This design comes from an exercise in tuning for small area on the open sky130 flow, not from production work.
In this exercise RTL edits were held to simulation tests only and were not proved equivalent to the original.
No activity file was given, so power comes from the tool's default toggle rates.

==> flow/design.v (outline; a module is shown in full before it is edited, if it fits) <==
// module prbs5: 15 lines
// module polyphase_matched_filter_mux: 344 lines
// module polyphase_matched_filter_mux_64: 1014 lines
// module TED_ML: 43 lines
// module pi_loop_filter: 60 lines
// module top_poly: 269 lines
module top_poly #(
  parameter NB_INPUT   = 8,  
  parameter NBF_INPUT  = 7,  
  parameter NB_OUTPUT  = 9,  
  parameter NBF_OUTPUT = 7  
 )
 (
  output signed [NB_OUTPUT-1:0] o_data,
  input [5:0] phase,
  input                        i_en,  
  input                        rst_n,  
  input                        rst2,  
  input                        clk    
  );
  // ...
==> flow/run.sh <==
#!/bin/bash
# synth_recipe.tcl (not shown) runs the flow's synth.tcl, then flattens the netlist and writes it again
# the make line also repeats each setting of config.mk as NAME=value (left out here)
make -C /OpenROAD-flow-scripts/flow DESIGN_CONFIG=/design/flow/config.mk WORK_HOME=/design/flow/orfs CLKGATE_MAP_FILE= SYNTH_SCRIPT=/design/flow/synth_recipe.tcl finish
==> flow/config.mk <==
export PLATFORM = sky130hd
export DESIGN_NAME = top_poly
export DESIGN_NICKNAME = top_poly
export VERILOG_FILES = /design/flow/design.v
export SDC_FILE = /design/flow/constraint.sdc
export NUM_CORES = 4
export LEC_CHECK = 0
export CAP_MARGIN = 20
export CORE_MARGIN = 2
export CORE_UTILIZATION = 40
export PLACE_DENSITY = 0.6
export SLEW_MARGIN = 20
==> flow/constraint.sdc <==
create_clock -name core_clock -period 12.0 [get_ports {clk}]
set_input_delay 2.4000 -clock core_clock [delete_from_list [all_inputs] [get_ports {clk}]]
set_output_delay 2.4000 -clock core_clock [all_outputs]
set_load 0.01 [all_outputs]
==> results.txt, run 1 <==
biggest regs=u_polyphase_matched_filter_RX.register: 108 flops, u_polyphase_matched_filter_mux_64.coeff: 88 flops, u_polyphase_matched_filter_RX.coeff: 87 flops; most frequent cells in the layout=2337 x inv_1, 1758 x fa_1, 1447 x ha_1; Area contributors post-synth=fa_1 33%, ha_1 17%, dfxtp_1 14%; Layout Cells excl Fill=roughly 15000; Inverters=2347; Die Height=518.4 um; fraction of area in multi-input gates=72.11%; Clock transition at path regs=0.06 ns; Seq pwr share=between 40% and 50%; Area after DPL=109700 sq um; critical path arrival=between 10 and 15 ns; clock-net power=0.00291 W; Slew Viols, Final=0; crit-path max FO=13; clock latency on the worst-skew pair=roughly 0.78 ns; IO Port Bufs=15; ANT cells=6; Synth Instances=about 11000; Clock Path Buffers=3; outcome=timing/DRC/antenna clean; Synth Area in Adders=50.37%; met3 WL post-DR=13.90 mm; Final Wtd Congestion=0.9555; hold path endpoint=phase_selected[0]$_SDFF_PP0_; vias in the first global route=~80000; Final WS setup=0.8629 ns
==> module prbs5, before the edit <==
module prbs5 (
    input  clk,
    input  rst,
    input i_en,
    output prbs_out
);
    reg [4:0] lfsr;  
    always @(posedge clk) begin
        if (rst)
            lfsr <= 5'b00001;  
        else if (i_en)
            lfsr <= {lfsr[3:0], lfsr[4] ^ lfsr[2]};  
    end
    assign prbs_out = lfsr[0];
endmodule
==> module pi_loop_filter, before the edit <==
module pi_loop_filter #(
  parameter NB_INPUT   = 19,  
  parameter NBF_INPUT  = 14,  
  parameter NB_OUTPUT  = 23,  
  parameter NBF_OUTPUT = 18  
 )
 (
  output signed [NB_OUTPUT-1:0]            o_data       ,
  output                                   o_enable     ,
  input  signed [NB_INPUT -1:0]           ted_output    ,
  input                        rst_n,  
  input                        i_en,  
  input                        clk   
  );
  localparam NB_TEMP     = NB_INPUT + NB_OUTPUT;         
  wire signed [NB_TEMP-1:0] Kp_temp,Ki_temp;
  wire signed [NB_OUTPUT-1:0] Kp_term,Ki_term;
  wire signed [(NB_INPUT+1)-1:0] suma_senales;
  reg signed [(NB_INPUT+1)-1:0] suma_senales_r;
  reg  signed [NB_OUTPUT-1:0] reg_int,kp_r;
  reg enable_delay,enable_delay_delay;
  localparam signed [NB_OUTPUT-1:0] Kp = 27'h013333;  
  localparam signed [NB_OUTPUT-1:0] Ki = 27'h000106;  
  assign Kp_temp = Kp * ted_output;   
  assign Ki_temp = Ki * ted_output;
  assign Kp_term = Kp_temp[37:10];  
  assign Ki_term = Ki_temp[37:10];
  always @(posedge clk) begin
    if (rst_n) begin
        reg_int <= 0; 
        enable_delay <= 0;
        kp_r <= 0;
        end
    else begin
        enable_delay <= i_en;
        if (i_en) begin
            reg_int <= reg_int+Ki_term;
            kp_r <= Kp_term; 
        end else begin
            reg_int <= reg_int;
            kp_r <= kp_r;
            end
        end
  end
always @(posedge clk) begin
    if (rst_n) begin
        suma_senales_r <= 0;
        enable_delay_delay <= 0;
        end
    else begin
        enable_delay_delay <= enable_delay;
        if (enable_delay)
            suma_senales_r <= kp_r+reg_int;
        else
            suma_senales_r <= suma_senales_r;
        end
end
  assign o_enable = enable_delay_delay;
  assign o_data = suma_senales_r;
endmodule
==> module top_poly, before the edit <==
module top_poly #(
  parameter NB_INPUT   = 8,  
  parameter NBF_INPUT  = 7,  
  parameter NB_OUTPUT  = 9,  
  parameter NBF_OUTPUT = 7  
 )
 (
  output signed [NB_OUTPUT-1:0] o_data,
  input [5:0] phase,
  input                        i_en,  
  input                        rst_n,  
  input                        rst2,  
  input                        clk    
  );
  wire signed [NB_OUTPUT-1:0] yn_1,yn_2,yn_Q;
  reg signed [NB_OUTPUT-1:0] yn_I;
  wire signed [NB_OUTPUT-1:0] yn_0,ted_data_out;
  reg signed [NB_OUTPUT-1:0] phase_selected,phase_delay,phase_forward;
  wire signed [18:0] ted_to_loop;
  wire signed [26:0] loop_to_controller;
  reg signed [NB_OUTPUT-1:0] yn_sampled,yn_sampled2,rx_input;
  wire [5:0] phase2;
  reg clk_symbol;
  reg clk_sample;
  wire prbs_out;
reg signed [NB_INPUT-1:0] x_reg_prbs;
reg signed [NB_INPUT-1:0] x_prbs;
wire [3:0] sel;
reg [5:0] sel2;  
  assign phase2 = phase+32;
  polyphase_matched_filter_mux #(
    .NB_INPUT   (9), 
    .NBF_INPUT  (7), 
    .NB_OUTPUT  (9), 
    .NBF_OUTPUT (7), 
    .NB_COEFF   (13), 
    .NBF_COEFF  (12)
    )
    u_polyphase_matched_filter_RX (
       .clk        (clk),
       .i_srst     (rst_n),
       .i_en       (clk_sample),
       .i_is_data  (rx_input),
       .o_os_data  (yn_0),
       .coeff_sel  (sel)
       );
    polyphase_matched_filter_mux_64 #(
    .NB_INPUT   (8), 
    .NBF_INPUT  (7), 
    .NB_OUTPUT  (9), 
    .NBF_OUTPUT (7), 
    .NB_COEFF   (13), 
    .NBF_COEFF  (12)
    )
    u_polyphase_matched_filter_mux_64(
       .clk        (clk),
       .i_srst     (rst_n),
       .i_en       (clk_symbol),
       .i_is_data  (x_reg_prbs),
       .o_os_data  (yn_1),
       .coeff_sel  (sel2)
       );
    prbs5 #(
    )
    u_prbs5 (
    .clk(clk),
    .i_en (clk_symbol),
    .rst(rst_n),
    .prbs_out(prbs_out)
    );
always@(*) begin
x_prbs = prbs_out   ? 8'b0111_1111
                    : 8'b1000_0000;
end
reg prbs_sample_en;
always @ (posedge clk) begin 
    if (rst_n == 1) begin
        prbs_sample_en <= 0;
    end 
    else if (sel2 == 63) begin  
        prbs_sample_en <= 1;       
    end else
    prbs_sample_en <= 0;
end    
always @(posedge clk) begin
    if (rst_n) begin
      x_reg_prbs <= 8'b00000000;
      clk_symbol <= 1'b0;
    end else begin
      if (prbs_sample_en) begin
        x_reg_prbs <= x_prbs;
        clk_symbol <= 1'b1;
      end 
      else begin
        x_reg_prbs <= 8'b00000000;
        clk_symbol <= 1'b0;
      end
    end
  end
always @(posedge clk) begin
    if (rst_n) begin
        sel2 <= 6'd0;  
    end
    else begin
        sel2 <= sel2 + 6'd1;
    end
end
assign sel = sel2[4:1];
always @ (posedge clk) begin 
    if (rst_n) begin
        yn_I <= 0;
    end 
    else begin
        yn_I <= yn_1;       
    end
end
reg TX_sample_en;
always @ (posedge clk) begin 
    if (rst_n == 1) begin
        TX_sample_en <= 0;
    end 
    else if ((sel2 == phase-1) | (sel2 == phase2-1)) begin  
        TX_sample_en <= 1;       
    end else
    TX_sample_en <= 0;
end    
always @(posedge clk) begin
    if (rst_n)
        yn_sampled2 <= 0;  
    else if (TX_sample_en)
        yn_sampled2 <= yn_I;
    else
        yn_sampled2 <= yn_sampled2;
end
  reg [6:0] pulse_counter;        
  reg RX_sample_en;
always @ (posedge clk) begin 
    if (rst_n == 1) begin
        RX_sample_en <= 0;
    end 
    else if ((sel2[4:0] == 5'b00000)) begin
        RX_sample_en <= 1;       
    end else
    RX_sample_en <= 0;
end    
  always @(posedge clk) begin
    if (rst_n) begin
      pulse_counter <= 0;
      rx_input <= 0;
      clk_sample <= 0;
    end else begin
      if (RX_sample_en) begin
        rx_input <= yn_sampled2;
        pulse_counter <= 7'd31;
        clk_sample <= 1;
      end
      else begin
        rx_input <= 0;
        pulse_counter <= pulse_counter - 1;
        clk_sample <= 0;
      end
    end
  end
assign o_data = ted_data_out;
reg enable_delay,enable_selected,enable_forward,enable_ted,enable_flag;
reg sample_sel;
reg odd_even;
wire enable_ted2,enable_ted3;
TED_ML #(
  .NB_INPUT    (9 ),  
  .NBF_INPUT   (7 ),  
  .NB_OUTPUT   (20),  
  .NBF_OUTPUT  (15)  
 )
 u_ted_ML(
  .o_data        (ted_data_out), 
  .o_ted         (ted_to_loop), 
  .rx_output     (phase_selected), 
  .phase_behind  (phase_delay),    
  .phase_forward (yn_0),  
  .rst_n         (rst_n), 
  .enable_ted    (enable_ted),
  .enable_out     (enable_ted2),
  .clk           (clk)  
  );
pi_loop_filter #(
  .NB_INPUT   (19),  
  .NBF_INPUT  (14),  
  .NB_OUTPUT  (27),  
  .NBF_OUTPUT (22)  
 )
u_loop_filter (
  .o_data    (loop_to_controller)   ,
  .ted_output(ted_to_loop)   ,
  .i_en      (enable_ted2)   ,  
  .o_enable   (enable_ted3),
  .rst_n     (rst_n)   ,  
  .clk       (clk)      
  );
parameter FILTER_LATENCY = 6;
reg [FILTER_LATENCY-1:0] sample_sel_pipe;
always @(posedge clk) begin
  if (rst_n) begin
    sample_sel_pipe <= 0;
  end else begin
    sample_sel_pipe <= {sample_sel_pipe[FILTER_LATENCY-2:0], sample_sel};
  end
end
wire sample_sel_aligned = sample_sel_pipe[FILTER_LATENCY-1];
always@(*) begin
    if (odd_even) begin
      if (sel2 <= 31)  
        sample_sel = 1'b1;
      else 
        sample_sel = 1'b0;
    end
    else begin
      if (sel2 > 31)  
        sample_sel = 1'b1;
      else 
        sample_sel = 1'b0;
    end
end
reg signed [21:0] mu;
reg signed [22:0] mu_flag;
reg signed [3:0] mu_index;
always @(posedge clk) begin
    if (rst_n) begin  
    mu <= 21'b0000000000000000000;
    mu_flag <= 22'b00000000000000000000;
    mu_index <= 4'b0000;
    odd_even <= 1'b0;
    end
    else if (enable_ted3) begin
    mu <= mu+loop_to_controller[21:0];
    mu_flag <= mu_flag+loop_to_controller[22:0];
    mu_index <= mu[21:18];
    odd_even <= mu_flag[22];
    end
    else begin
    mu <= mu;
     mu_flag <= mu_flag;
    mu_index <= mu[21:18];
    odd_even <= mu_flag[22];
    end
end       
always @(posedge clk) begin 
if (rst_n) begin
    phase_forward <= 0;
    phase_selected <= 0;
    phase_delay <= 0;
    enable_ted <= 0;
    enable_flag <= 0;
end
else begin
    phase_forward <= yn_0;
    phase_selected <= phase_forward;
    phase_delay <= phase_selected;
    if (sel == mu_index+4'b0011 && sample_sel_aligned && !enable_flag) begin
    enable_ted <= 1;
    enable_flag <= 1;
    end
    else begin
    enable_ted <= 0;
    enable_flag <= 0;
    end
    end
end
endmodule
==> run 2, diff against run 1 <==
==> flow/design.v (replaced) <==
module prbs5 (
  input             clk,
  input             rst,
  input      [5:0]  c,
  output reg [12:0] h,
  output reg [3:0]  nsym
);
  reg f1;
  always @(posedge clk) begin
    if (rst) begin
      h <= 13'h0010; nsym <= 4'd0; f1 <= 1'b0;
    end else begin
      if (c == 6'd63) f1 <= 1'b1;
      if (c == 6'd7 && f1) begin
        h <= {h[11:0], h[4] ^ h[2]};
        if (nsym != 4'd13) nsym <= nsym + 4'd1;
      end
    end
  end
endmodule
module rx_rom (
  input      [3:0]  ph,
  input      [3:0]  k,
  output reg [11:0] mag
);
  always @(*) begin
    case ({ph, k})
      8'd0: mag = 12'd0;
      8'd1: mag = 12'd0;
      8'd2: mag = 12'd0;
      8'd3: mag = 12'd0;
      8'd4: mag = 12'd0;
      8'd5: mag = 12'd0;
      8'd6: mag = 12'd4095;
      8'd7: mag = 12'd0;
      8'd8: mag = 12'd0;
      8'd9: mag = 12'd0;
      8'd10: mag = 12'd0;
      8'd11: mag = 12'd0;
      8'd16: mag = 12'd1;
      8'd17: mag = 12'd0;
      8'd18: mag = 12'd4;
      8'd19: mag = 12'd1;
      8'd20: mag = 12'd47;
      8'd21: mag = 12'd219;
      8'd22: mag = 12'd4066;
      8'd23: mag = 12'd182;
      8'd24: mag = 12'd37;
      8'd25: mag = 12'd0;
      8'd26: mag = 12'd4;
      8'd27: mag = 12'd0;
      8'd32: mag = 12'd2;
      8'd33: mag = 12'd0;
      8'd34: mag = 12'd9;
      8'd35: mag = 12'd4;
      8'd36: mag = 12'd103;
      8'd37: mag = 12'd474;
      8'd38: mag = 12'd3976;
      8'd39: mag = 12'd325;
      8'd40: mag = 12'd65;
      8'd41: mag = 12'd3;
      8'd42: mag = 12'd7;
      8'd43: mag = 12'd0;
      8'd48: mag = 12'd3;
      8'd49: mag = 12'd1;
      8'd50: mag = 12'd13;
      8'd51: mag = 12'd10;
      8'd52: mag = 12'd167;
      8'd53: mag = 12'd761;
      8'd54: mag = 12'd3831;
      8'd55: mag = 12'd431;
      8'd56: mag = 12'd83;
      8'd57: mag = 12'd7;
      8'd58: mag = 12'd10;
      8'd59: mag = 12'd1;
      8'd64: mag = 12'd4;
      8'd65: mag = 12'd3;
      8'd66: mag = 12'd17;
      8'd67: mag = 12'd19;
      8'd68: mag = 12'd235;
      8'd69: mag = 12'd1075;
      8'd70: mag = 12'd3634;
      8'd71: mag = 12'd501;
      8'd72: mag = 12'd93;
      8'd73: mag = 12'd11;
      8'd74: mag = 12'd11;
      8'd75: mag = 12'd2;
      8'd80: mag = 12'd5;
      8'd81: mag = 12'd5;
      8'd82: mag = 12'd20;
      8'd83: mag = 12'd30;
      8'd84: mag = 12'd306;
      8'd85: mag = 12'd1409;
      8'd86: mag = 12'd3390;
      8'd87: mag = 12'd538;
      8'd88: mag = 12'd95;
      8'd89: mag = 12'd15;
      8'd90: mag = 12'd12;
      8'd91: mag = 12'd3;
      8'd96: mag = 12'd5;
      8'd97: mag = 12'd7;
      8'd98: mag = 12'd22;
      8'd99: mag = 12'd43;
      8'd100: mag = 12'd375;
      8'd101: mag = 12'd1757;
      8'd102: mag = 12'd3107;
      8'd103: mag = 12'd546;
      8'd104: mag = 12'd90;
      8'd105: mag = 12'd19;
      8'd106: mag = 12'd12;
      8'd107: mag = 12'd4;
      8'd112: mag = 12'd5;
      8'd113: mag = 12'd8;
      8'd114: mag = 12'd23;
      8'd115: mag = 12'd56;
      8'd116: mag = 12'd438;
      8'd117: mag = 12'd2109;
      8'd118: mag = 12'd2794;
      8'd119: mag = 12'd529;
      8'd120: mag = 12'd82;
      8'd121: mag = 12'd21;
      8'd122: mag = 12'd11;
      8'd123: mag = 12'd5;
      8'd128: mag = 12'd5;
      8'd129: mag = 12'd10;
      8'd130: mag = 12'd23;
      8'd131: mag = 12'd70;
      8'd132: mag = 12'd491;
      8'd133: mag = 12'd2458;
      8'd134: mag = 12'd2458;
      8'd135: mag = 12'd491;
      8'd136: mag = 12'd70;
      8'd137: mag = 12'd23;
      8'd138: mag = 12'd10;
      8'd139: mag = 12'd5;
      8'd144: mag = 12'd5;
      8'd145: mag = 12'd11;
      8'd146: mag = 12'd21;
      8'd147: mag = 12'd82;
      8'd148: mag = 12'd529;
      8'd149: mag = 12'd2794;
      8'd150: mag = 12'd2109;
      8'd151: mag = 12'd438;
      8'd152: mag = 12'd56;
      8'd153: mag = 12'd23;
      8'd154: mag = 12'd8;
      8'd155: mag = 12'd5;
      8'd160: mag = 12'd4;
      8'd161: mag = 12'd12;
      8'd162: mag = 12'd19;
      8'd163: mag = 12'd90;
      8'd164: mag = 12'd546;
      8'd165: mag = 12'd3107;
      8'd166: mag = 12'd1757;
      8'd167: mag = 12'd375;
      8'd168: mag = 12'd43;
      8'd169: mag = 12'd22;
      8'd170: mag = 12'd7;
      8'd171: mag = 12'd5;
      8'd176: mag = 12'd3;
      8'd177: mag = 12'd12;
      8'd178: mag = 12'd15;
      8'd179: mag = 12'd95;
      8'd180: mag = 12'd538;
      8'd181: mag = 12'd3390;
      8'd182: mag = 12'd1409;
      8'd183: mag = 12'd306;
      8'd184: mag = 12'd30;
      8'd185: mag = 12'd20;
      8'd186: mag = 12'd5;
      8'd187: mag = 12'd5;
      8'd192: mag = 12'd2;
      8'd193: mag = 12'd11;
      8'd194: mag = 12'd11;
      8'd195: mag = 12'd93;
      8'd196: mag = 12'd501;
      8'd197: mag = 12'd3634;
      8'd198: mag = 12'd1075;
      8'd199: mag = 12'd235;
      8'd200: mag = 12'd19;
      8'd201: mag = 12'd17;
      8'd202: mag = 12'd3;
      8'd203: mag = 12'd4;
      8'd208: mag = 12'd1;
      8'd209: mag = 12'd10;
      8'd210: mag = 12'd7;
      8'd211: mag = 12'd83;
      8'd212: mag = 12'd431;
      8'd213: mag = 12'd3831;
      8'd214: mag = 12'd761;
      8'd215: mag = 12'd167;
      8'd216: mag = 12'd10;
      8'd217: mag = 12'd13;
      8'd218: mag = 12'd1;
      8'd219: mag = 12'd3;
      8'd224: mag = 12'd0;
      8'd225: mag = 12'd7;
      8'd226: mag = 12'd3;
      8'd227: mag = 12'd65;
      8'd228: mag = 12'd325;
      8'd229: mag = 12'd3976;
      8'd230: mag = 12'd474;
      8'd231: mag = 12'd103;
      8'd232: mag = 12'd4;
      8'd233: mag = 12'd9;
      8'd234: mag = 12'd0;
      8'd235: mag = 12'd2;
      8'd240: mag = 12'd0;
      8'd241: mag = 12'd4;
      8'd242: mag = 12'd0;
      8'd243: mag = 12'd37;
      8'd244: mag = 12'd182;
      8'd245: mag = 12'd4066;
      8'd246: mag = 12'd219;
      8'd247: mag = 12'd47;
      8'd248: mag = 12'd1;
      8'd249: mag = 12'd4;
      8'd250: mag = 12'd0;
      8'd251: mag = 12'd1;
      default: mag = 12'd0;
    endcase
  end
endmodule
module tx_rom (
  input      [5:0]  p,
  input      [2:0]  j,
  output reg [11:0] ma,
  output reg [11:0] mb
);
  always @(*) begin
    case ({p, j})
      9'd0: begin ma = 12'd0; mb = 12'd4095; end
      9'd1: begin ma = 12'd0; mb = 12'd0; end
      9'd2: begin ma = 12'd0; mb = 12'd0; end
      9'd3: begin ma = 12'd0; mb = 12'd0; end
      9'd4: begin ma = 12'd0; mb = 12'd0; end
      9'd5: begin ma = 12'd0; mb = 12'd0; end
      9'd8: begin ma = 12'd0; mb = 12'd4094; end
      9'd9: begin ma = 12'd0; mb = 12'd49; end
      9'd10: begin ma = 12'd1; mb = 12'd10; end
      9'd11: begin ma = 12'd0; mb = 12'd0; end
      9'd12: begin ma = 12'd10; mb = 12'd1; end
      9'd13: begin ma = 12'd51; mb = 12'd0; end
      9'd16: begin ma = 12'd0; mb = 12'd4088; end
      9'd17: begin ma = 12'd0; mb = 12'd95; end
      9'd18: begin ma = 12'd2; mb = 12'd20; end
      9'd19: begin ma = 12'd0; mb = 12'd0; end
      9'd20: begin ma = 12'd22; mb = 12'd2; end
      9'd21: begin ma = 12'd105; mb = 12'd0; end
      9'd24: begin ma = 12'd0; mb = 12'd4079; end
      9'd25: begin ma = 12'd0; mb = 12'd140; end
      9'd26: begin ma = 12'd3; mb = 12'd29; end
      9'd27: begin ma = 12'd0; mb = 12'd0; end
      9'd28: begin ma = 12'd34; mb = 12'd3; end
      9'd29: begin ma = 12'd161; mb = 12'd0; end
      9'd32: begin ma = 12'd1; mb = 12'd4066; end
      9'd33: begin ma = 12'd0; mb = 12'd182; end
      9'd34: begin ma = 12'd4; mb = 12'd37; end
      9'd35: begin ma = 12'd1; mb = 12'd0; end
      9'd36: begin ma = 12'd47; mb = 12'd4; end
      9'd37: begin ma = 12'd219; mb = 12'd0; end
      9'd40: begin ma = 12'd1; mb = 12'd4049; end
      9'd41: begin ma = 12'd0; mb = 12'd221; end
      9'd42: begin ma = 12'd5; mb = 12'd45; end
      9'd43: begin ma = 12'd1; mb = 12'd1; end
      9'd44: begin ma = 12'd60; mb = 12'd4; end
      9'd45: begin ma = 12'd280; mb = 12'd0; end
      9'd48: begin ma = 12'd1; mb = 12'd4028; end
      9'd49: begin ma = 12'd0; mb = 12'd258; end
      9'd50: begin ma = 12'd6; mb = 12'd52; end
      9'd51: begin ma = 12'd2; mb = 12'd2; end
      9'd52: begin ma = 12'd74; mb = 12'd5; end
      9'd53: begin ma = 12'd342; mb = 12'd0; end
      9'd56: begin ma = 12'd2; mb = 12'd4004; end
      9'd57: begin ma = 12'd0; mb = 12'd293; end
      9'd58: begin ma = 12'd7; mb = 12'd59; end
      9'd59: begin ma = 12'd3; mb = 12'd2; end
      9'd60: begin ma = 12'd88; mb = 12'd6; end
      9'd61: begin ma = 12'd407; mb = 12'd0; end
      9'd64: begin ma = 12'd2; mb = 12'd3976; end
      9'd65: begin ma = 12'd0; mb = 12'd325; end
      9'd66: begin ma = 12'd9; mb = 12'd65; end
      9'd67: begin ma = 12'd4; mb = 12'd3; end
      9'd68: begin ma = 12'd103; mb = 12'd7; end
      9'd69: begin ma = 12'd474; mb = 12'd0; end
      9'd72: begin ma = 12'd2; mb = 12'd3945; end
      9'd73: begin ma = 12'd1; mb = 12'd355; end
      9'd74: begin ma = 12'd10; mb = 12'd70; end
      9'd75: begin ma = 12'd5; mb = 12'd4; end
      9'd76: begin ma = 12'd119; mb = 12'd8; end
      9'd77: begin ma = 12'd543; mb = 12'd0; end
      9'd80: begin ma = 12'd3; mb = 12'd3911; end
      9'd81: begin ma = 12'd1; mb = 12'd383; end
      9'd82: begin ma = 12'd11; mb = 12'd75; end
      9'd83: begin ma = 12'd7; mb = 12'd5; end
      9'd84: begin ma = 12'd134; mb = 12'd8; end
      9'd85: begin ma = 12'd614; mb = 12'd1; end
      9'd88: begin ma = 12'd3; mb = 12'd3872; end
      9'd89: begin ma = 12'd1; mb = 12'd408; end
      9'd90: begin ma = 12'd12; mb = 12'd80; end
      9'd91: begin ma = 12'd9; mb = 12'd6; end
      9'd92: begin ma = 12'd150; mb = 12'd9; end
      9'd93: begin ma = 12'd687; mb = 12'd1; end
      9'd96: begin ma = 12'd3; mb = 12'd3831; end
      9'd97: begin ma = 12'd1; mb = 12'd431; end
      9'd98: begin ma = 12'd13; mb = 12'd83; end
      9'd99: begin ma = 12'd10; mb = 12'd7; end
      9'd100: begin ma = 12'd167; mb = 12'd10; end
      9'd101: begin ma = 12'd761; mb = 12'd1; end
      9'd104: begin ma = 12'd3; mb = 12'd3786; end
      9'd105: begin ma = 12'd2; mb = 12'd452; end
      9'd106: begin ma = 12'd14; mb = 12'd86; end
      9'd107: begin ma = 12'd12; mb = 12'd8; end
      9'd108: begin ma = 12'd184; mb = 12'd10; end
      9'd109: begin ma = 12'd837; mb = 12'd1; end
      9'd112: begin ma = 12'd4; mb = 12'd3739; end
      9'd113: begin ma = 12'd2; mb = 12'd471; end
      9'd114: begin ma = 12'd15; mb = 12'd89; end
      9'd115: begin ma = 12'd14; mb = 12'd9; end
      9'd116: begin ma = 12'd201; mb = 12'd10; end
      9'd117: begin ma = 12'd915; mb = 12'd2; end
      9'd120: begin ma = 12'd4; mb = 12'd3688; end
      9'd121: begin ma = 12'd3; mb = 12'd487; end
      9'd122: begin ma = 12'd16; mb = 12'd91; end
      9'd123: begin ma = 12'd17; mb = 12'd10; end
      9'd124: begin ma = 12'd218; mb = 12'd11; end
      9'd125: begin ma = 12'd994; mb = 12'd2; end
      9'd128: begin ma = 12'd4; mb = 12'd3634; end
      9'd129: begin ma = 12'd3; mb = 12'd501; end
      9'd130: begin ma = 12'd17; mb = 12'd93; end
      9'd131: begin ma = 12'd19; mb = 12'd11; end
      9'd132: begin ma = 12'd235; mb = 12'd11; end
      9'd133: begin ma = 12'd1075; mb = 12'd2; end
      9'd136: begin ma = 12'd4; mb = 12'd3577; end
      9'd137: begin ma = 12'd3; mb = 12'd513; end
      9'd138: begin ma = 12'd18; mb = 12'd94; end
      9'd139: begin ma = 12'd22; mb = 12'd12; end
      9'd140: begin ma = 12'd253; mb = 12'd12; end
      9'd141: begin ma = 12'd1157; mb = 12'd2; end
      9'd144: begin ma = 12'd5; mb = 12'd3517; end
      9'd145: begin ma = 12'd4; mb = 12'd524; end
      9'd146: begin ma = 12'd19; mb = 12'd94; end
      9'd147: begin ma = 12'd24; mb = 12'd13; end
      9'd148: begin ma = 12'd271; mb = 12'd12; end
      9'd149: begin ma = 12'd1240; mb = 12'd3; end
      9'd152: begin ma = 12'd5; mb = 12'd3455; end
      9'd153: begin ma = 12'd4; mb = 12'd532; end
      9'd154: begin ma = 12'd19; mb = 12'd95; end
      9'd155: begin ma = 12'd27; mb = 12'd14; end
      9'd156: begin ma = 12'd288; mb = 12'd12; end
      9'd157: begin ma = 12'd1324; mb = 12'd3; end
      9'd160: begin ma = 12'd5; mb = 12'd3390; end
      9'd161: begin ma = 12'd5; mb = 12'd538; end
      9'd162: begin ma = 12'd20; mb = 12'd95; end
      9'd163: begin ma = 12'd30; mb = 12'd15; end
      9'd164: begin ma = 12'd306; mb = 12'd12; end
      9'd165: begin ma = 12'd1409; mb = 12'd3; end
      9'd168: begin ma = 12'd5; mb = 12'd3323; end
      9'd169: begin ma = 12'd5; mb = 12'd543; end
      9'd170: begin ma = 12'd21; mb = 12'd94; end
      9'd171: begin ma = 12'd33; mb = 12'd16; end
      9'd172: begin ma = 12'd324; mb = 12'd12; end
      9'd173: begin ma = 12'd1495; mb = 12'd3; end
      9'd176: begin ma = 12'd5; mb = 12'd3253; end
      9'd177: begin ma = 12'd6; mb = 12'd546; end
      9'd178: begin ma = 12'd21; mb = 12'd93; end
      9'd179: begin ma = 12'd36; mb = 12'd17; end
      9'd180: begin ma = 12'd341; mb = 12'd12; end
      9'd181: begin ma = 12'd1582; mb = 12'd4; end
      9'd184: begin ma = 12'd5; mb = 12'd3181; end
      9'd185: begin ma = 12'd6; mb = 12'd547; end
      9'd186: begin ma = 12'd22; mb = 12'd92; end
      9'd187: begin ma = 12'd39; mb = 12'd18; end
      9'd188: begin ma = 12'd358; mb = 12'd12; end
      9'd189: begin ma = 12'd1669; mb = 12'd4; end
      9'd192: begin ma = 12'd5; mb = 12'd3107; end
      9'd193: begin ma = 12'd7; mb = 12'd546; end
      9'd194: begin ma = 12'd22; mb = 12'd90; end
      9'd195: begin ma = 12'd43; mb = 12'd19; end
      9'd196: begin ma = 12'd375; mb = 12'd12; end
      9'd197: begin ma = 12'd1757; mb = 12'd4; end
      9'd200: begin ma = 12'd5; mb = 12'd3031; end
      9'd201: begin ma = 12'd7; mb = 12'd544; end
      9'd202: begin ma = 12'd23; mb = 12'd89; end
      9'd203: begin ma = 12'd46; mb = 12'd19; end
      9'd204: begin ma = 12'd392; mb = 12'd12; end
      9'd205: begin ma = 12'd1845; mb = 12'd4; end
      9'd208: begin ma = 12'd5; mb = 12'd2954; end
      9'd209: begin ma = 12'd8; mb = 12'd540; end
      9'd210: begin ma = 12'd23; mb = 12'd86; end
      9'd211: begin ma = 12'd50; mb = 12'd20; end
      9'd212: begin ma = 12'd408; mb = 12'd12; end
      9'd213: begin ma = 12'd1933; mb = 12'd4; end
      9'd216: begin ma = 12'd5; mb = 12'd2875; end
      9'd217: begin ma = 12'd8; mb = 12'd535; end
      9'd218: begin ma = 12'd23; mb = 12'd84; end
      9'd219: begin ma = 12'd53; mb = 12'd21; end
      9'd220: begin ma = 12'd423; mb = 12'd12; end
      9'd221: begin ma = 12'd2021; mb = 12'd5; end
      9'd224: begin ma = 12'd5; mb = 12'd2794; end
      9'd225: begin ma = 12'd8; mb = 12'd529; end
      9'd226: begin ma = 12'd23; mb = 12'd82; end
      9'd227: begin ma = 12'd56; mb = 12'd21; end
      9'd228: begin ma = 12'd438; mb = 12'd11; end
      9'd229: begin ma = 12'd2109; mb = 12'd5; end
      9'd232: begin ma = 12'd5; mb = 12'd2712; end
      9'd233: begin ma = 12'd9; mb = 12'd521; end
      9'd234: begin ma = 12'd23; mb = 12'd79; end
      9'd235: begin ma = 12'd60; mb = 12'd22; end
      9'd236: begin ma = 12'd453; mb = 12'd11; end
      9'd237: begin ma = 12'd2197; mb = 12'd5; end
      9'd240: begin ma = 12'd5; mb = 12'd2628; end
      9'd241: begin ma = 12'd9; mb = 12'd512; end
      9'd242: begin ma = 12'd23; mb = 12'd76; end
      9'd243: begin ma = 12'd63; mb = 12'd22; end
      9'd244: begin ma = 12'd466; mb = 12'd11; end
      9'd245: begin ma = 12'd2285; mb = 12'd5; end
      9'd248: begin ma = 12'd5; mb = 12'd2543; end
      9'd249: begin ma = 12'd10; mb = 12'd502; end
      9'd250: begin ma = 12'd23; mb = 12'd73; end
      9'd251: begin ma = 12'd66; mb = 12'd23; end
      9'd252: begin ma = 12'd479; mb = 12'd11; end
      9'd253: begin ma = 12'd2372; mb = 12'd5; end
      9'd256: begin ma = 12'd5; mb = 12'd2458; end
      9'd257: begin ma = 12'd10; mb = 12'd491; end
      9'd258: begin ma = 12'd23; mb = 12'd70; end
      9'd259: begin ma = 12'd70; mb = 12'd23; end
      9'd260: begin ma = 12'd491; mb = 12'd10; end
      9'd261: begin ma = 12'd2458; mb = 12'd5; end
      9'd264: begin ma = 12'd5; mb = 12'd2372; end
      9'd265: begin ma = 12'd11; mb = 12'd479; end
      9'd266: begin ma = 12'd23; mb = 12'd66; end
      9'd267: begin ma = 12'd73; mb = 12'd23; end
      9'd268: begin ma = 12'd502; mb = 12'd10; end
      9'd269: begin ma = 12'd2543; mb = 12'd5; end
      9'd272: begin ma = 12'd5; mb = 12'd2285; end
      9'd273: begin ma = 12'd11; mb = 12'd466; end
      9'd274: begin ma = 12'd22; mb = 12'd63; end
      9'd275: begin ma = 12'd76; mb = 12'd23; end
      9'd276: begin ma = 12'd512; mb = 12'd9; end
      9'd277: begin ma = 12'd2628; mb = 12'd5; end
      9'd280: begin ma = 12'd5; mb = 12'd2197; end
      9'd281: begin ma = 12'd11; mb = 12'd453; end
      9'd282: begin ma = 12'd22; mb = 12'd60; end
      9'd283: begin ma = 12'd79; mb = 12'd23; end
      9'd284: begin ma = 12'd521; mb = 12'd9; end
      9'd285: begin ma = 12'd2712; mb = 12'd5; end
      9'd288: begin ma = 12'd5; mb = 12'd2109; end
      9'd289: begin ma = 12'd11; mb = 12'd438; end
      9'd290: begin ma = 12'd21; mb = 12'd56; end
      9'd291: begin ma = 12'd82; mb = 12'd23; end
      9'd292: begin ma = 12'd529; mb = 12'd8; end
      9'd293: begin ma = 12'd2794; mb = 12'd5; end
      9'd296: begin ma = 12'd5; mb = 12'd2021; end
      9'd297: begin ma = 12'd12; mb = 12'd423; end
      9'd298: begin ma = 12'd21; mb = 12'd53; end
      9'd299: begin ma = 12'd84; mb = 12'd23; end
      9'd300: begin ma = 12'd535; mb = 12'd8; end
      9'd301: begin ma = 12'd2875; mb = 12'd5; end
      9'd304: begin ma = 12'd4; mb = 12'd1933; end
      9'd305: begin ma = 12'd12; mb = 12'd408; end
      9'd306: begin ma = 12'd20; mb = 12'd50; end
      9'd307: begin ma = 12'd86; mb = 12'd23; end
      9'd308: begin ma = 12'd540; mb = 12'd8; end
      9'd309: begin ma = 12'd2954; mb = 12'd5; end
      9'd312: begin ma = 12'd4; mb = 12'd1845; end
      9'd313: begin ma = 12'd12; mb = 12'd392; end
      9'd314: begin ma = 12'd19; mb = 12'd46; end
      9'd315: begin ma = 12'd89; mb = 12'd23; end
      9'd316: begin ma = 12'd544; mb = 12'd7; end
      9'd317: begin ma = 12'd3031; mb = 12'd5; end
      9'd320: begin ma = 12'd4; mb = 12'd1757; end
      9'd321: begin ma = 12'd12; mb = 12'd375; end
      9'd322: begin ma = 12'd19; mb = 12'd43; end
      9'd323: begin ma = 12'd90; mb = 12'd22; end
      9'd324: begin ma = 12'd546; mb = 12'd7; end
      9'd325: begin ma = 12'd3107; mb = 12'd5; end
      9'd328: begin ma = 12'd4; mb = 12'd1669; end
      9'd329: begin ma = 12'd12; mb = 12'd358; end
      9'd330: begin ma = 12'd18; mb = 12'd39; end
      9'd331: begin ma = 12'd92; mb = 12'd22; end
      9'd332: begin ma = 12'd547; mb = 12'd6; end
      9'd333: begin ma = 12'd3181; mb = 12'd5; end
      9'd336: begin ma = 12'd4; mb = 12'd1582; end
      9'd337: begin ma = 12'd12; mb = 12'd341; end
      9'd338: begin ma = 12'd17; mb = 12'd36; end
      9'd339: begin ma = 12'd93; mb = 12'd21; end
      9'd340: begin ma = 12'd546; mb = 12'd6; end
      9'd341: begin ma = 12'd3253; mb = 12'd5; end
      9'd344: begin ma = 12'd3; mb = 12'd1495; end
      9'd345: begin ma = 12'd12; mb = 12'd324; end
      9'd346: begin ma = 12'd16; mb = 12'd33; end
      9'd347: begin ma = 12'd94; mb = 12'd21; end
      9'd348: begin ma = 12'd543; mb = 12'd5; end
      9'd349: begin ma = 12'd3323; mb = 12'd5; end
      9'd352: begin ma = 12'd3; mb = 12'd1409; end
      9'd353: begin ma = 12'd12; mb = 12'd306; end
      9'd354: begin ma = 12'd15; mb = 12'd30; end
      9'd355: begin ma = 12'd95; mb = 12'd20; end
      9'd356: begin ma = 12'd538; mb = 12'd5; end
      9'd357: begin ma = 12'd3390; mb = 12'd5; end
      9'd360: begin ma = 12'd3; mb = 12'd1324; end
      9'd361: begin ma = 12'd12; mb = 12'd288; end
      9'd362: begin ma = 12'd14; mb = 12'd27; end
      9'd363: begin ma = 12'd95; mb = 12'd19; end
      9'd364: begin ma = 12'd532; mb = 12'd4; end
      9'd365: begin ma = 12'd3455; mb = 12'd5; end
      9'd368: begin ma = 12'd3; mb = 12'd1240; end
      9'd369: begin ma = 12'd12; mb = 12'd271; end
      9'd370: begin ma = 12'd13; mb = 12'd24; end
      9'd371: begin ma = 12'd94; mb = 12'd19; end
      9'd372: begin ma = 12'd524; mb = 12'd4; end
      9'd373: begin ma = 12'd3517; mb = 12'd5; end
      9'd376: begin ma = 12'd2; mb = 12'd1157; end
      9'd377: begin ma = 12'd12; mb = 12'd253; end
      9'd378: begin ma = 12'd12; mb = 12'd22; end
      9'd379: begin ma = 12'd94; mb = 12'd18; end
      9'd380: begin ma = 12'd513; mb = 12'd3; end
      9'd381: begin ma = 12'd3577; mb = 12'd4; end
      9'd384: begin ma = 12'd2; mb = 12'd1075; end
      9'd385: begin ma = 12'd11; mb = 12'd235; end
      9'd386: begin ma = 12'd11; mb = 12'd19; end
      9'd387: begin ma = 12'd93; mb = 12'd17; end
      9'd388: begin ma = 12'd501; mb = 12'd3; end
      9'd389: begin ma = 12'd3634; mb = 12'd4; end
      9'd392: begin ma = 12'd2; mb = 12'd994; end
      9'd393: begin ma = 12'd11; mb = 12'd218; end
      9'd394: begin ma = 12'd10; mb = 12'd17; end
      9'd395: begin ma = 12'd91; mb = 12'd16; end
      9'd396: begin ma = 12'd487; mb = 12'd3; end
      9'd397: begin ma = 12'd3688; mb = 12'd4; end
      9'd400: begin ma = 12'd2; mb = 12'd915; end
      9'd401: begin ma = 12'd10; mb = 12'd201; end
      9'd402: begin ma = 12'd9; mb = 12'd14; end
      9'd403: begin ma = 12'd89; mb = 12'd15; end
      9'd404: begin ma = 12'd471; mb = 12'd2; end
      9'd405: begin ma = 12'd3739; mb = 12'd4; end
      9'd408: begin ma = 12'd1; mb = 12'd837; end
      9'd409: begin ma = 12'd10; mb = 12'd184; end
      9'd410: begin ma = 12'd8; mb = 12'd12; end
      9'd411: begin ma = 12'd86; mb = 12'd14; end
      9'd412: begin ma = 12'd452; mb = 12'd2; end
      9'd413: begin ma = 12'd3786; mb = 12'd3; end
      9'd416: begin ma = 12'd1; mb = 12'd761; end
      9'd417: begin ma = 12'd10; mb = 12'd167; end
      9'd418: begin ma = 12'd7; mb = 12'd10; end
      9'd419: begin ma = 12'd83; mb = 12'd13; end
      9'd420: begin ma = 12'd431; mb = 12'd1; end
      9'd421: begin ma = 12'd3831; mb = 12'd3; end
      9'd424: begin ma = 12'd1; mb = 12'd687; end
      9'd425: begin ma = 12'd9; mb = 12'd150; end
      9'd426: begin ma = 12'd6; mb = 12'd9; end
      9'd427: begin ma = 12'd80; mb = 12'd12; end
      9'd428: begin ma = 12'd408; mb = 12'd1; end
      9'd429: begin ma = 12'd3872; mb = 12'd3; end
      9'd432: begin ma = 12'd1; mb = 12'd614; end
      9'd433: begin ma = 12'd8; mb = 12'd134; end
      9'd434: begin ma = 12'd5; mb = 12'd7; end
      9'd435: begin ma = 12'd75; mb = 12'd11; end
      9'd436: begin ma = 12'd383; mb = 12'd1; end
      9'd437: begin ma = 12'd3911; mb = 12'd3; end
      9'd440: begin ma = 12'd0; mb = 12'd543; end
      9'd441: begin ma = 12'd8; mb = 12'd119; end
      9'd442: begin ma = 12'd4; mb = 12'd5; end
      9'd443: begin ma = 12'd70; mb = 12'd10; end
      9'd444: begin ma = 12'd355; mb = 12'd1; end
      9'd445: begin ma = 12'd3945; mb = 12'd2; end
      9'd448: begin ma = 12'd0; mb = 12'd474; end
      9'd449: begin ma = 12'd7; mb = 12'd103; end
      9'd450: begin ma = 12'd3; mb = 12'd4; end
      9'd451: begin ma = 12'd65; mb = 12'd9; end
      9'd452: begin ma = 12'd325; mb = 12'd0; end
      9'd453: begin ma = 12'd3976; mb = 12'd2; end
      9'd456: begin ma = 12'd0; mb = 12'd407; end
      9'd457: begin ma = 12'd6; mb = 12'd88; end
      9'd458: begin ma = 12'd2; mb = 12'd3; end
      9'd459: begin ma = 12'd59; mb = 12'd7; end
      9'd460: begin ma = 12'd293; mb = 12'd0; end
      9'd461: begin ma = 12'd4004; mb = 12'd2; end
      9'd464: begin ma = 12'd0; mb = 12'd342; end
      9'd465: begin ma = 12'd5; mb = 12'd74; end
      9'd466: begin ma = 12'd2; mb = 12'd2; end
      9'd467: begin ma = 12'd52; mb = 12'd6; end
      9'd468: begin ma = 12'd258; mb = 12'd0; end
      9'd469: begin ma = 12'd4028; mb = 12'd1; end
      9'd472: begin ma = 12'd0; mb = 12'd280; end
      9'd473: begin ma = 12'd4; mb = 12'd60; end
      9'd474: begin ma = 12'd1; mb = 12'd1; end
      9'd475: begin ma = 12'd45; mb = 12'd5; end
      9'd476: begin ma = 12'd221; mb = 12'd0; end
      9'd477: begin ma = 12'd4049; mb = 12'd1; end
      9'd480: begin ma = 12'd0; mb = 12'd219; end
      9'd481: begin ma = 12'd4; mb = 12'd47; end
      9'd482: begin ma = 12'd0; mb = 12'd1; end
      9'd483: begin ma = 12'd37; mb = 12'd4; end
      9'd484: begin ma = 12'd182; mb = 12'd0; end
      9'd485: begin ma = 12'd4066; mb = 12'd1; end
      9'd488: begin ma = 12'd0; mb = 12'd161; end
      9'd489: begin ma = 12'd3; mb = 12'd34; end
      9'd490: begin ma = 12'd0; mb = 12'd0; end
      9'd491: begin ma = 12'd29; mb = 12'd3; end
      9'd492: begin ma = 12'd140; mb = 12'd0; end
      9'd493: begin ma = 12'd4079; mb = 12'd0; end
      9'd496: begin ma = 12'd0; mb = 12'd105; end
      9'd497: begin ma = 12'd2; mb = 12'd22; end
      9'd498: begin ma = 12'd0; mb = 12'd0; end
      9'd499: begin ma = 12'd20; mb = 12'd2; end
      9'd500: begin ma = 12'd95; mb = 12'd0; end
      9'd501: begin ma = 12'd4088; mb = 12'd0; end
      9'd504: begin ma = 12'd0; mb = 12'd51; end
      9'd505: begin ma = 12'd1; mb = 12'd10; end
      9'd506: begin ma = 12'd0; mb = 12'd0; end
      9'd507: begin ma = 12'd10; mb = 12'd1; end
      9'd508: begin ma = 12'd49; mb = 12'd0; end
      9'd509: begin ma = 12'd4094; mb = 12'd0; end
      default: begin ma = 12'd0; mb = 12'd0; end
    endcase
  end
endmodule
module sat9 (
  input  signed [22:0] x,
  output        [8:0]  y
);
  wire signed [10:0] q = x[22:12];
  assign y = (q > 11'sd255) ? 9'h0ff : (q < -11'sd256) ? 9'h100 : q[8:0];
endmodule
module pi_loop_filter (
  input              clk,
  input              rst,
  input              en,
  input  signed [18:0] ted,
  input       [22:0] mf,
  output      [22:0] mf_n
);
  wire [29:0] t   = {{11{ted[18]}}, ted};
  wire [29:0] t3  = t + (t << 1);
  wire [29:0] t33 = t3 + (t3 << 4);
  wire [29:0] kpf = t33 + (t33 << 8) + (t << 16);    
  wire [29:0] kif = (t << 8) + (t << 2) + (t << 1);  
  reg  [19:0] ri;
  wire [19:0] ri_n = ri + kif[29:10];
  wire [19:0] s    = kpf[29:10] + ri_n;
  assign mf_n = mf + {{3{s[19]}}, s};
  always @(posedge clk) begin
    if (rst) ri <= 20'd0;
    else if (en) ri <= ri_n;
  end
endmodule
module top_poly #(
  parameter NB_INPUT   = 8,
  parameter NBF_INPUT  = 7,
  parameter NB_OUTPUT  = 9,
  parameter NBF_OUTPUT = 7
 )
 (
  output signed [NB_OUTPUT-1:0] o_data,
  input [5:0] phase,
  input       i_en,    
  input       rst_n,   
  input       rst2,    
  input       clk
  );
  wire rst = rst_n;
  reg [5:0] c;
  always @(posedge clk) c <= rst ? 6'd0 : c + 6'd1;
  reg tse;
  wire [4:0] pl = phase[4:0];
  wire match = (pl != 5'd0) ? (c[4:0] == pl - 5'd1) : (c == 6'd31);
  always @(posedge clk) tse <= rst ? 1'b0 : match;
  wire [5:0] cm5   = c - 6'd5;
  wire       c_old = (c >= 6'd1) && (c <= 6'd4);
  wire       c_rd  = (c[4:0] == 5'd0);
  reg        pend, pold, wgo, wold;
  reg  [5:0] pp, wp;
  always @(posedge clk) begin
    if (rst) begin
      pend <= 1'b0; pold <= 1'b0; pp <= 6'd0;
      wgo  <= 1'b0; wold <= 1'b0; wp <= 6'd0;
    end else if (c_rd) begin
      wgo  <= pend | tse;
      wp   <= tse ? cm5 : pp;
      wold <= tse ? c_old : pold;
      pend <= 1'b0;
    end else if (tse) begin
      pend <= 1'b1; pp <= cm5; pold <= c_old;
    end
  end
  wire [12:0] h;
  wire [3:0]  nsym;
  prbs5 u_prbs (.clk(clk), .rst(rst), .c(c), .h(h), .nsym(nsym));
  wire       tx_step = wgo && (c[4:0] >= 5'd1) && (c[4:0] <= 5'd6);
  wire [2:0] tj = c[2:0] - 3'd1;
  wire [3:0] ia = {1'b0, tj} + {3'b000, wold};
  wire [3:0] ib = ia + 4'd6;
  wire       va = ia < nsym;
  wire       vb = ib < nsym;
  wire       ba = h[ia];
  wire       bb = h[ib];
  wire [11:0] ma, mb;
  tx_rom u_tx_rom (.p(wp), .j(tj), .ma(ma), .mb(mb));
  wire na = (tj == 3'd0) || (tj == 3'd1) || (tj == 3'd4);    
  wire nb = (tj == 3'd1) || (tj == 3'd4) || (tj == 3'd5);    
  wire signed [12:0] ma_s = {1'b0, ma};
  wire signed [12:0] mb_s = {1'b0, mb};
  wire signed [12:0] ca = na ? -ma_s : ma_s;
  wire signed [12:0] cb = nb ? -mb_s : mb_s;
  wire signed [21:0] ta = va ? (ba ? ca * 22'sd127 : ca * -22'sd128) : 22'sd0;
  wire signed [21:0] tb = vb ? (bb ? cb * 22'sd127 : cb * -22'sd128) : 22'sd0;
  reg  signed [22:0] txacc;
  always @(posedge clk) begin
    if (rst) txacc <= 23'sd0;
    else if (tx_step) txacc <= ((tj == 3'd0) ? 23'sd0 : txacc) + ta + tb;
  end
  wire [8:0] s_w;
  sat9 u_sat_tx (.x(txacc), .y(s_w));
  reg  [8:0] R [0:12];
  wire       ins = (c[4:0] == 5'd7);
  integer i;
  always @(posedge clk) begin
    for (i = 0; i < 12; i = i + 1) R[i] <= R[i+1];
    R[12] <= ins ? s_w : R[0];
  end
  reg [3:0] ha, nins;
  wire [4:0] ha_n = {1'b0, ha} + (ins ? 5'd3 : 5'd2);
  always @(posedge clk) begin
    if (rst) begin
      ha <= 4'd11; nins <= 4'd0;
    end else begin
      ha <= (ha_n >= 5'd13) ? ha_n - 5'd13 : ha_n;
      if (ins && nins != 4'd13) nins <= nins + 4'd1;
    end
  end
  wire [8:0] head = ins ? s_w : (ha < nins) ? R[0] : 9'd0;
  reg  [22:0] mf;             
  wire [4:0]  Q  = mf[22:18] ^ 5'b10000;
  wire [3:0]  m  = Q[3:0];
  wire [5:0]  cpre = {Q, 1'b0} - 6'd8;    
  reg         act;
  reg  [5:0]  jr;
  reg  [1:0]  koff;           
  always @(posedge clk) begin
    if (rst) begin
      act <= 1'b0; jr <= 6'd0; koff <= 2'd0;
    end else if (!act) begin
      if (c == cpre) begin
        act <= 1'b1; jr <= 6'd0;
        koff <= (m <= 4'd7) ? 2'd1 : 2'd0;
      end
    end else begin
      jr <= jr + 6'd1;
      if (jr == 6'd41) act <= 1'b0;
      if (ins) koff <= koff - 2'd1;
    end
  end
  wire in_p  = act && (jr <= 6'd12);
  wire is_t0 = act && (jr == 6'd13);
  wire in_f  = act && (jr >= 6'd14) && (jr <= 6'd26);
  wire in_b  = act && (jr >= 6'd27) && (jr <= 6'd39);
  wire is_td = act && (jr == 6'd40);
  wire is_lp = act && (jr == 6'd41);
  wire signed [5:0] ha_s = ins ? 6'sd0 : {2'b00, ha};
  wire signed [5:0] ko_s = {{4{koff[1]}}, koff};
  wire signed [5:0] kw = ha_s + ko_s - (ins ? 6'sd1 : 6'sd0);
  wire [3:0] ph = in_f ? m + 4'd1 : in_b ? m - 4'd1 : m;
  wire signed [5:0] kx = in_f ? kw + ((m == 4'd15) ? 6'sd1 : 6'sd0)
                        : in_b ? kw - ((m == 4'd0) ? 6'sd1 : 6'sd0)
                        : kw;
  wire kok = is_t0 ? 1'b1
           : in_p  ? (kx >= 6'sd1) && (kx <= 6'sd11)
           :         (kx >= 6'sd0) && (kx <= 6'sd11);
  wire [3:0] krom = is_t0 ? 4'd0 : kx[3:0];
  wire [11:0] mrx;
  rx_rom u_rx_rom (.ph(ph), .k(krom), .mag(mrx));
  wire nrx = (krom == 4'd0) || (krom == 4'd1) || (krom == 4'd4) ||
             (krom == 4'd7) || (krom == 4'd10) || (krom == 4'd11);
  wire [11:0] mrx_ok = kok ? mrx : 12'd0;
  wire signed [12:0] mrx_s = {1'b0, mrx_ok};
  wire signed [12:0] crx = nrx ? -mrx_s : mrx_s;
  reg  signed [8:0]  yf;        
  reg  signed [8:0]  od;        
  wire signed [22:0] acc_w;
  wire [8:0] yacc;
  sat9 u_sat_rx (.x(acc_w), .y(yacc));
  wire signed [8:0]  yacc_s = yacc;
  wire signed [8:0]  s_w_s  = s_w;
  wire signed [8:0]  head_s = head;
  wire signed [9:0]  dd = yf - yacc_s;
  wire signed [8:0]  ma_op = is_td ? od : is_t0 ? s_w_s : head_s;
  wire signed [12:0] mb_op = is_td ? {{3{dd[9]}}, dd} : crx;
  wire signed [21:0] prod = ma_op * mb_op;
  reg  signed [22:0] acc;
  assign acc_w = acc;
  wire fresh = (jr == 6'd0) || (jr == 6'd14) || (jr == 6'd27) || (jr == 6'd40);
  always @(posedge clk) begin
    if (act && !is_lp) acc <= (fresh ? 23'sd0 : acc) + prod;
  end
  always @(posedge clk) begin
    if (rst) begin
      od <= 9'sd0;
    end else if (act && jr == 6'd14) begin
      od <= yacc;
    end
  end
  always @(posedge clk) if (act && jr == 6'd27) yf <= yacc;
  wire [22:0] mf_n;
  pi_loop_filter u_loop (.clk(clk), .rst(rst), .en(is_lp), .ted(acc[18:0]),
                         .mf(mf), .mf_n(mf_n));
  always @(posedge clk) begin
    if (rst) mf <= 23'd0;
    else if (is_lp) mf <= mf_n;
  end
  assign o_data = od;
endmodule
--- a/flow/config.mk
+++ b/flow/config.mk
@@ -10,3 +10,4 @@
 export CORE_UTILIZATION = 40
 export PLACE_DENSITY = 0.6
 export SLEW_MARGIN = 20
+export SYNTH_MEMORY_MAX_BITS = 65536
==> results.txt, run 2 <==
outcome=timing/DRC/antenna clean; synth warn=7; critical path arrival=11.85 ns (+0.12 ns); Via Count=39560; Via density=5.920; most common cell in the synthesized netlist=inv_1; leading cell type in the layout, fill and taps excluded=inv_1; Layout Cells excl Fill=6682 (-55%); vias in the first global route=38310 (-53%); slowest cell on the critical path=fa_1; routed length per instance=about 22 um; Total Routing Usage GR=26.68%; nets@finish=6017; Synth Register Bits=282; antenna violations before repair=2; reg2reg path depth=47; r2r endpoint=txacc[22]$_SDFFE_PP0P_; r2r startpoint=c[0]$_SDFF_PP0_; Die Area=105600 sq um; Final Wtd Congestion=1.043 (+9.2%); CTS Hold Bufs=0; Reg with most FFs=R; pwr dens=170.4 nW/um^2; Worst Path Required=12.47 ns; largest net degree at the start of global routing=82; Synth top cells by count=527 x inv_1, 501 x nand2_1, 424 x a21oi_1, 424 x ha_1, 403 x nor2_1; Hold WS=0.3230 ns; Final HPWL DP=108.3 mm; sequential-to-total area share from yosys stat=between 10 and 15%; Cell Rows=117; DIE WIDTH=324.9 um; Hold Crit Start=R[5][1]$_DFF_P_; EDFF count, synth=32; Clock Path Buffers=3 (unchanged); Period minus WS final=11.38 ns; Synth top area share=14.34%; R2R setup slack=between 0.6 and 0.7 ns; crit-path max FO=32 (+19); DRC errors left=0; core area=101900 sq um; max FFs per register=117; first-pass GRT wire length=between 200 and 250 mm; dominant synthesized flop cell=dfxtp_1; most used cell, CP=inv_1; Cell Area, Synth=41190 sq um; Finish-stage setup viols=0; post-synth top area cell=fa_1; Ports=19; crit-path max cell delay=roughly 0.57 ns; mean post-synth cell area=7.856 sq um; distinct cell type count after synthesis=114; Area contributors post-synth=fa_1 14%, ha_1 13%, dfxtp_1 12%; Worst IR Drop VDD=700.7 uV; Slew Viols, Final=0 (unchanged); IO Port Bufs=15 (unchanged); Slew Limit Headroom=34.90%; total power=0.007780 W; area growth from synthesis to layout=10.87%; 1st-iter DRT viols=roughly 4400; Clock transition at path regs=0.06 ns (about the same); dpl cells=6606; Slew @ Worst Pin=0.9754 ns; Leakage=19.80 nW; Synth Instances=5243 (-54%); CTS Sinks=282; Hold Path Class=reg2reg; Clock H-tree levels=2; most frequent cells in the layout=523 x inv_1, 501 x nand2_1, 420 x ha_1; antenna viol nets, final=0; final core utilization=44.82%; initial cell density of the core=40.42%; Die Height=324.9 um (-37%); final period utilization=94.80%; WHS Path Cells=0; layout cells sized above 1=9.957%; Hold Vio Cnt, Final=0; Setup CP Type=reg2reg; clock latency on the worst-skew pair=0.55 ns (-0.23 ns); hold path endpoint=R[4][1]$_DFF_P_; post-synthesis async set-or-reset flop share=0%; Routed WL=144.4 mm; drt first pass iters=8; Worst Clk Skew=about 0.019 ns; GRT Residual Overflow=0; Num CTS Buffers=35; Startpoint Class=flop; root buf cell=clkbuf_16; max frequency=87.90 MHz; CTS tree=yes; Max-cap violations=0; critical path endpoint category=flop
==> run 2: cell types whose count changed after synthesis, sizes merged, moves of 66 or more <==
cell    delta
and2     -410
clkbuf    -87
dfxtp    -467
fa      -1463
ha      -1023
inv     -1811
mux2i    -170
nand2    -289
nand2b    -77
nor2     -310
o21ai     -66
xnor2    -145
==> run 2: worst max-delay path by stage <==
stage,start,end,slack [ns],cells after the start
after CTS,c[0]$_SDFF_PP0_,acc[20]$_DFFE_PP_,0.13,46
after global placement,c[0]$_SDFF_PP0_,acc[20]$_DFFE_PP_,0.30,46
final,c[0]$_SDFF_PP0_,txacc[22]$_SDFFE_PP0P_,0.62,47
after floorplan,c[2]$_SDFF_PP0_,txacc[22]$_SDFFE_PP0P_,0.1,50
after detailed placement,c[0]$_SDFF_PP0_,acc[20]$_DFFE_PP_,0.15,46
after global routing,c[0]$_SDFF_PP0_,txacc[22]$_SDFFE_PP0P_,-0.03,50
==> run 2: power breakdown <==
group	internal, W	leakage, nW	switching [W]
combinational	0.00227	16.9	0.00346
sequential	0.000970	2.31	0.0000202
clock	0.000611	0.558	0.000451
==> run 2: cell families after synthesis <==
family / after synthesis / share of synthesized area [%]
fa+ha+maj: 720 / 27.24
flops: 282 / 14.48
mux: 84 / 2.819
compound gates: 1485 / 23.83
buf+inv: 851 / 8.020
simple gates: 1520 / 17.17
xor+xnor: 301 / 6.434
==> run 2: layer usage <==
layer	up-vias	global-route usage, %	share of wire (%)
met2	1873	41.88	44
li1	18440	-	-
met5	-	0	0
met4	0	11.22	4.7
met1	18810	34.95	41
met3	442	6.482	9.5
==> run 2: timing repair <==
item / CTS / global route
endpoints found under the setup margin: 0 / 15
gates resized for setup: 0 / 56
buffers inserted: 0 / 11
==> run 2: final cells by class <==
class | instances | area [sq um]
Antenna cell | 1 | 2.502
Clock buffer | 44 | 980.9
Clock inverter | 18 | 171.4
Fill cell | 10300 | 56220
Inverter | 532 | 2001
Multi-Input combinational cell | 4110 | 32170
Sequential cell | 282 | 5979
Tap cell | 1368 | 1712
Timing Repair Buffer | 327 | 2651
==> run 2: metrics by stage <==
stage | instance area [sq um] | setup TNS, ns | setup WS, ns
after floorplan | 41190 | 0 | 0.09882
after global placement | 44150 | 0 | 0.2973
after detailed placement | 44150 | 0 | 0.1472
after CTS | 45300 | 0 | 0.1252
after global routing | 45660 | -0.03297 | -0.03297
final | 45670 | 0 | 0.6237
==> run 2: worst max-delay path: cells and delay by family, from the launching register on <==
kind                       cells  cell delay (ns)
xor gates and xnor gates       3             0.55
muxes                          3             1.22
DFF                            1             0.41
buffers and inverters         12             1.68
and+or+nand+nor                6             0.89
adders and majority gates      9             3.73
AOI/OAI and AO/OA             14             2.77

[what the ideal ports hide]
The flow's constraints put no driver on any port. The routed layouts listed below were extracted and timed again, unchanged, in two steps. Step 1 sets driving cells, clkbuf_16 on the clock port and buf_2 on the other inputs (assumed; they add their load-dependent delay and slew). Step 2 moves the port delays by t, midway between the first and last clock arrival at a register: inputs arrive t later, outputs are due t later. That takes back most of the time a late clock gives input paths. Slacks: ideal ports / drivers / drivers and shift; pairs: ideal ports / drivers.
run | t, ns | setup WS [ns] | worst setup path at the end | pins driven straight from the clock port
run 1 | 0.822 | 0.863 / 0.863 / 0.863 | register to register | 1
run 2 | 0.619 | 0.624 / 0.624 / 0.624 | register to register | 1
After both steps every run listed still meets setup and hold.
